What follows belongs to an exercise in optimizing a design on an open flow for small area and a short achievable clock period; a production flow would make more cautious choices. Function was checked by simulation only, so behaviour that the tests miss may differ from the original. Power and IR drop assume default switching activity.

==> design.v <==
module brouter
#(parameter     addr = 4'b0101)
(
    input       [143:0]     port0_ci,
    input       [143:0]     port1_ci,
    input       [143:0]     port2_ci,
    input       [143:0]     port3_ci,
    input       [143:0]     port4_ci,
    output                  port4_ack,
    input                   clk,
    input                   rst,
    output      [143:0]     port0_co,
    output      [143:0]     port1_co,
    output      [143:0]     port2_co,
    output      [143:0]     port3_co,
    output      [143:0]     port4_co,
    output                  port4_ready);
    localparam [1:0] ax = addr[3:2];
    localparam [1:0] ay = addr[1:0];
    reg [7:0]  gold_sel;
    reg [15:0] prand;
    always @(posedge clk) begin
        if (rst) gold_sel <= 8'd0;
        else gold_sel <= gold_sel + 8'd1;
        if (rst) prand <= 16'h0001;
        else prand <= {prand[14:0], prand[7] ^ prand[3]};
    end
    wire [7:0] gold_nxt = rst ? 8'd0 : gold_sel + 8'd1;
    wire       pr_nxt = rst ? 1'b0 : prand[2];
    wire [143:0] ci [0:3];
    assign ci[0] = port0_ci;
    assign ci[1] = port1_ci;
    assign ci[2] = port2_ci;
    assign ci[3] = port3_ci;
    wire [3:0] vin, ejin;
    genvar k;
    generate for (k = 0; k < 4; k = k + 1) begin : g_in
        assign vin[k] = ci[k][11] & ~rst;
        assign ejin[k] = vin[k] & (ci[k][3:0] == addr);
    end endgenerate
    wire [3:0] eoh = {ejin[3] & ~|ejin[2:0], ejin[2] & ~|ejin[1:0], ejin[1] & ~ejin[0], ejin[0]};
    wire [3:0] pvin = vin & ~eoh;    
    reg [143:0] d1 [0:3];    
    reg         rdy1;        
    reg [143:0] ej1;         
    wire [143:0] ej_data;
    pick4 pe(.s(eoh), .a(ci[0]), .b(ci[1]), .c(ci[2]), .d(ci[3]), .y(ej_data));
    generate for (k = 0; k < 4; k = k + 1) begin : g_r1
        always @(posedge clk)
            d1[k] <= {ci[k][143:12], pvin[k], ci[k][10:0]};
    end endgenerate
    always @(posedge clk) begin
        rdy1 <= ~&pvin;
        ej1  <= {ej_data[143:12], |ejin, ej_data[10:0]};
    end
    assign port4_co = ej1;
    assign port4_ready = rdy1;
    wire vi = port4_ci[11] & ~rst;
    ackgate ag(.v(port4_ci[11]), .rst(rst), .ready(rdy1), .ack(port4_ack));
    wire [3:0] pv1 = {d1[3][11], d1[2][11], d1[1][11], d1[0][11]};
    wire [3:0] inj = {vi & &pv1[2:0] & ~pv1[3], vi & &pv1[1:0] & ~pv1[2], vi & pv1[0] & ~pv1[1], vi & ~pv1[0]};
    function [2:0] dirs(input [143:0] f, input v);
        reg [3:0] rm;
        begin
            rm = v ? {f[3:2] < ax, f[3:2] > ax, f[1:0] > ay, f[1:0] < ay} : 4'b0000;
            dirs = {rm[1] | rm[0], rm[2], rm[0]};    
        end
    endfunction
    wire [3:0] sv;               
    wire [3:0] sg;               
    wire [2:0] sq [0:3];         
    wire [2:0] sd [0:3];         
    wire gi = {port4_ci[15:12], port4_ci[7:4]} == gold_nxt;
    wire [2:0] di = dirs(port4_ci, vi);
    generate for (k = 0; k < 4; k = k + 1) begin : g_slot
        assign sv[k] = pv1[k] | inj[k];
        assign sg[k] = inj[k] ? gi : ({d1[k][15:12], d1[k][7:4]} == gold_nxt);
        assign sq[k] = inj[k] ? port4_ci[10:8] : d1[k][10:8];
        assign sd[k] = inj[k] ? di : dirs(d1[k], pv1[k]);
    end endgenerate
    function win(input va, input vb, input ga, input gb, input [2:0] qa, input [2:0] qb, input p);
        win = (va & vb & ga & gb & (qb > qa)) |
              (va & vb & ~ga & gb) |
              (va & vb & ~ga & ~gb & p) |
              (~va & vb);
    endfunction
    wire w02 = win(sv[0], sv[2], sg[0], sg[2], sq[0], sq[2], pr_nxt);
    wire w13 = win(sv[1], sv[3], sg[1], sg[3], sq[1], sq[3], pr_nxt);
    wire w01 = win(sv[0], sv[1], sg[0], sg[1], sq[0], sq[1], pr_nxt);
    wire w03 = win(sv[0], sv[3], sg[0], sg[3], sq[0], sq[3], pr_nxt);
    wire w21 = win(sv[2], sv[1], sg[2], sg[1], sq[2], sq[1], pr_nxt);
    wire w23 = win(sv[2], sv[3], sg[2], sg[3], sq[2], sq[3], pr_nxt);
    wire swA = w02 ? ~sd[2][2] : sd[0][2];
    wire swB = w13 ? ~sd[3][2] : sd[1][2];
    wire winC = swA ? (swB ? w23 : w21) : (swB ? w03 : w01);
    wire swC = winC ? ~(swB ? sd[3][1] : sd[1][1]) : (swA ? sd[2][1] : sd[0][1]);
    wire winD = swA ? (swB ? w01 : w03) : (swB ? w21 : w23);
    wire swD = winD ? ~(swB ? sd[1][0] : sd[3][0]) : (swA ? sd[0][0] : sd[2][0]);
    wire vi0 = swA ? sv[2] : sv[0];
    wire vi2 = swA ? sv[0] : sv[2];
    wire vi1 = swB ? sv[3] : sv[1];
    wire vi3 = swB ? sv[1] : sv[3];
    wire [143:0] n0, n1, n2, n3;
    pick3n p0(.s({~swA & inj[0] | swA & inj[2], swA & ~inj[2], ~swA & ~inj[0]}),
              .a(d1[0]), .b(d1[2]), .c(port4_ci), .y(n0));
    pick3n p2(.s({~swA & inj[2] | swA & inj[0], swA & ~inj[0], ~swA & ~inj[2]}),
              .a(d1[2]), .b(d1[0]), .c(port4_ci), .y(n2));
    pick3n p1(.s({~swB & inj[1] | swB & inj[3], swB & ~inj[3], ~swB & ~inj[1]}),
              .a(d1[1]), .b(d1[3]), .c(port4_ci), .y(n1));
    pick3n p3(.s({~swB & inj[3] | swB & inj[1], swB & ~inj[1], ~swB & ~inj[3]}),
              .a(d1[3]), .b(d1[1]), .c(port4_ci), .y(n3));
    reg [143:0] n2r [0:3];
    reg         swC2, swD2;
    reg [3:0]   ov2;             
    always @(posedge clk) begin
        n2r[0] <= n0;
        n2r[1] <= n1;
        n2r[2] <= n2;
        n2r[3] <= n3;
        swC2 <= swC;
        swD2 <= swD;
        ov2 <= {swD ? vi2 : vi3, swD ? vi3 : vi2, swC ? vi0 : vi1, swC ? vi1 : vi0};
    end
    wire [143:0] o0, o1, o2, o3;
    mux2n m0(.s(swC2), .a(n2r[0]), .b(n2r[1]), .y(o0));
    mux2n m1(.s(swC2), .a(n2r[1]), .b(n2r[0]), .y(o1));
    mux2n m2(.s(swD2), .a(n2r[2]), .b(n2r[3]), .y(o2));
    mux2n m3(.s(swD2), .a(n2r[3]), .b(n2r[2]), .y(o3));
    reg [143:0] d3 [0:3];
    always @(posedge clk) begin
        d3[0] <= {o0[143:12], ov2[0], o0[10:0]};
        d3[1] <= {o1[143:12], ov2[1], o1[10:0]};
        d3[2] <= {o2[143:12], ov2[2], o2[10:0]};
        d3[3] <= {o3[143:12], ov2[3], o3[10:0]};
    end
    assign port0_co = d3[0];
    assign port1_co = d3[1];
    assign port2_co = d3[2];
    assign port3_co = d3[3];
endmodule
module pick4
(
    input  [3:0]   s,
    input  [143:0] a,
    input  [143:0] b,
    input  [143:0] c,
    input  [143:0] d,
    output [143:0] y
);
    assign y = ({144{s[0]}} & a) | ({144{s[1]}} & b) | ({144{s[2]}} & c) |
               ({144{s[3]}} & d);
endmodule
module pick3n
(
    input  [2:0]   s,
    input  [143:0] a,
    input  [143:0] b,
    input  [143:0] c,
    output [143:0] y
);
    assign y = ~(({144{s[0]}} & a) | ({144{s[1]}} & b) | ({144{s[2]}} & c));
endmodule
module mux2n
(
    input          s,
    input  [143:0] a,
    input  [143:0] b,
    output [143:0] y
);
    assign y = ~(s ? b : a);
endmodule
module ackgate
(
    input  v,
    input  rst,
    input  ready,
    output ack
);
    assign ack = v & ~rst & ready;
endmodule
==> flow/run.sh <==
#!/bin/bash
set -euo pipefail
export BUFFER_PORTS_ARGS="-buffer_cell sky130_fd_sc_hd__buf_1"
export CTS_ARGS="-sink_clustering_enable -repair_clock_nets -sink_clustering_size 30 -sink_clustering_max_diameter 120 -dont_use_dummy_load"
bash standard.sh finish > standard_flow.log 2>&1
==> standard.sh <==
#!/bin/bash
# synth_recipe.tcl (not shown) runs the flow's synth.tcl, then flattens the netlist and writes it again
# the make line also repeats each setting of config.mk as NAME=value (left out here)
make -C /OpenROAD-flow-scripts/flow DESIGN_CONFIG=/design/flow/config.mk WORK_HOME=/design/flow/orfs CLKGATE_MAP_FILE= SYNTH_SCRIPT=/design/flow/synth_recipe.tcl "${@:-finish}"
==> config.mk <==
export PLATFORM = sky130hd
export DESIGN_NAME = brouter
export DESIGN_NICKNAME = brouter
export VERILOG_FILES = /design/flow/design.v
export SDC_FILE = /design/flow/constraint.sdc
export NUM_CORES = 4
export LEC_CHECK = 0
export CAP_MARGIN = 20
export CORE_AREA = 5 5 515 515
export DIE_AREA = 0 0 520 520
export SETUP_SLACK_MARGIN = 3.2
export SLEW_MARGIN = 20
export SYNTH_HIERARCHICAL = 1
==> constraint.sdc <==
create_clock -name core_clock -period 6.0 [get_ports {clk}]
set_input_delay 1.2000 -clock core_clock [delete_from_list [all_inputs] [get_ports {clk}]]
set_output_delay 1.2000 -clock core_clock [all_outputs]
set_load 0.01 [all_outputs]
==> out/metrics.cfg <==
[worst_setup_path]
reg2reg_depth = 16
cp_cell_sequence = clkbuf_16, and4b_2, nand2_2, nor2_4, mux2_4, ha_4, a21o_1, a21oi_1, a31oi_1, a221oi_2, a311o_1, mux2i_4, buf_6, a21oi_4, nor2_4, buf_12, buf_16, clkbuf_16, a222oi_1
worstReg2RegStart = gold_sel[0]
cpLargestDelayFamily = compound AO/OA/AOI/OAI gates
slowest_delay_ns = 0.34
r2r_slack_ns = 1.90
critPathSlowestCell = mux2_4
path_buf_inv = 5
cp_data_required_time_ns = 6.64
arrival_ns = 4.80
worstReg2RegEnd = n2r[1][80]
worst_setup_path_start_kind = input port
critPathCaptureType = flip-flop
setup.worst_path.class = input port to flip-flop
worstPathMaxFanout = 7

[cells_and_area]
final_cells = 9176
seq_area_mm2 = 0.0379
multi_input_area_mm2 = 0.0176
synthToLayoutAreaGrowth_pct = 29.2
drive_gt1_share_pct = 11.7
fillers = 26800
nets = 6449

[sta]
finClkSkew_ns = 0.133
hold_viol = 0
max_slew.worst_pin.slew_ns = 0.840
timing.fmax_mhz = 240
drv_slew = 0
fin_crit_sh_pct = 69.4
finalCriticalPeriod_ns = 4.16
setup_viol = 0
tns_ns = 0
rsz0062_at_grt = yes
holdWs_ns = 0.344
relSlewSlack_pct = 42.4

[power]
power_leakage_nw = 27.7
power_density_mw_per_mm2 = 373
ir_drop_v = 0.000265
p_total_mw = 27.7

[synthesis]
ys.warnings.count = 13
syn_nets = 4897
syn_avg_cell_area_um2 = 13.8
syn-instance-count = 4156
syn_area_mm2 = 0.0575

[place]
hpwl_um = 231000
place_inst = 8763
io_buffers = 1443
gp_congestion = 0.932

[die]
start_util_pct = 22.2
die_h_um = 520
core_mm2 = 0.259
die_area_mm2 = 0.270
row_count = 187
die_w_um = 520
io_pins = 1444

[detailed_routing]
drc_errors = 0
viasPerCell = 5.19
dr.first_iter.drc_count = 8344
routed_wl_um = 349000
first_pass_iters = 13
num_vias = 47628
wl_per_cell_um = 38.0
ant_nets = 0

[global_routing]
grt_pass1_wl_um = 440000
antenna_found_initial = 178
grt_max_degree = 81
grt_pass1_vias = 46226
gr-total-overflow = 0
grt_usage_pct = 23.9

[clock_network]
clkTransAtPathRegs_ns = 0.11
cts_tree = yes
cts_sinks = 1891
cts_hold_buffers = 0
htree_levels = 3
max-clock-path-buffers = 3
worstSkewPairLatency_ns = 0.80
cts_buffers = 83
cts_root_buffer = clkbuf_16

[worst_hold_path]
min_from = ov2[0]
holdPathStages = 0
min_to = d3[0][11]
min_path_type = flip-flop to flip-flop

[run_status]
status = timing/DRC/antenna clean

[run]
cap_violations = 0

-- how the worst max path moves through the flow --
stage | startpoint | endpoint | slack [ns] | depth (start not counted)
5_1_grt | rst | n2r[2][35] | 1.81 | 22
3_3_place_gp | rst | n2r[0][42] | 0.45 | 17
3_5_place_dp | rst | n2r[0][35] | 0.54 | 17
2_1_floorplan | rst | n2r[1][100] | 1.42 | 20
6_report | rst | n2r[1][80] | 1.84 | 19
4_1_cts | rst | n2r[3][33] | 1.98 | 19
-- worst register-to-register path, delay by kind of cell (launching register included) --
family	cells	cell delay, ns
AO/OA/AOI/OAI	3	0.79
XOR/XNOR	1	0.33
buffers and inverters	5	0.89
flip-flops	1	0.37
multiplexers	1	0.32
AND/OR/NAND/NOR	6	1.30
-- layer usage --
metal  up-vias  wire length (um)  track usage (%)
met3       829             33300             6.43
met4        92             24800             13.6
met1     23876            125000             27.2
met5         -               607                0
li1      19223                 -                -
met2      3608            165000             40.5
-- power breakdown --
group	total [mW]	switching (mW)	internal (mW)
registers	15.2	0.968	14.3
clock network	6.56	4.07	2.49
logic	5.92	3.66	2.27
-- state kept, by name, indices dropped and copies added (netlist names) --
register / cells
d1: 576
rdy1: 1
gold_sel: 8
n2r: 572
swC2: 1
swD2: 1
ej1: 144
ov2: 4
prand: 8
d3: 576
-- placed cells by master (no fill, tap or decap), drive strengths merged, types with 5 or more instances in the layout --
cell and count:
buf 1779, ha 19, a211oi 5, a31oi 9, mux2i 597, nor3 7, nor3b 8, and3b 5
nor4bb 5, nor4b 7, xor2 12, dfxtp 1891, nor2 34, o21ai 18, nand3 10, a21oi 15
inv 19, clkbuf 103, nand2 166, nand3b 7, mux2 12, nand2b 13, a22oi 288, or3 6
a222oi 572, and2 6, diode 68, nor2b 19, a21o 5, xnor2 10
-- per-stage QoR --
| stage | area (um^2) | utilization [%] | worst slack [ns] |
|---|---|---|---|
| detailed placement | 66000 | 25.5 | 0.537 |
| finish | 74200 | 28.6 | 1.84 |
| CTS | 73200 | 28.2 | 1.98 |
| floorplan | 57900 | - | 1.42 |
| global route | 74100 | 28.6 | 1.81 |
| global placement | 66000 | 25.5 | 0.450 |
-- timing repair --
item,CTS,global route
buffers inserted,137,18
gates cloned,90,17
resized for setup,381,77
pin swaps,350,127
endpoints found under the setup margin,751,696
-- area by class of cell --
type,count,share of cell area [%]
multi-input combinational,1911,23.7
tap,3402,5.73
clock buffer,83,2.80
antenna,68,0.229
sequential,1891,51.0
inverter,19,0.0961
timing repair buffer,1802,16.4

## separate check: timing with driven ports
In the flow no input, the clock included, has a driving cell. The finished layout below was timed again as built, in two steps.
Step 1: set_driving_cell puts a clkbuf_16 on clk and a buf_2 on each other input, an assumption about the parent block.
Step 2 times the ports against the registers' clock, not the clock port: input delays grow and output delays shrink by t, the midpoint of the rising clock arrivals with the driver on.
a / b / c = ideal ports / drivers / drivers and shift; a / b = the first two.
t (ns): 0.823
slack for setup (ns): 1.839 / 1.850 / 1.027
worst setup path after step 2: input to register
latest minus earliest clock arrival (ns): 0.141 / 0.141
After both steps this run still meets setup and hold. For this run, drivers alone change the setup slack by +0.011 ns; drivers and shift together by -0.812 ns.
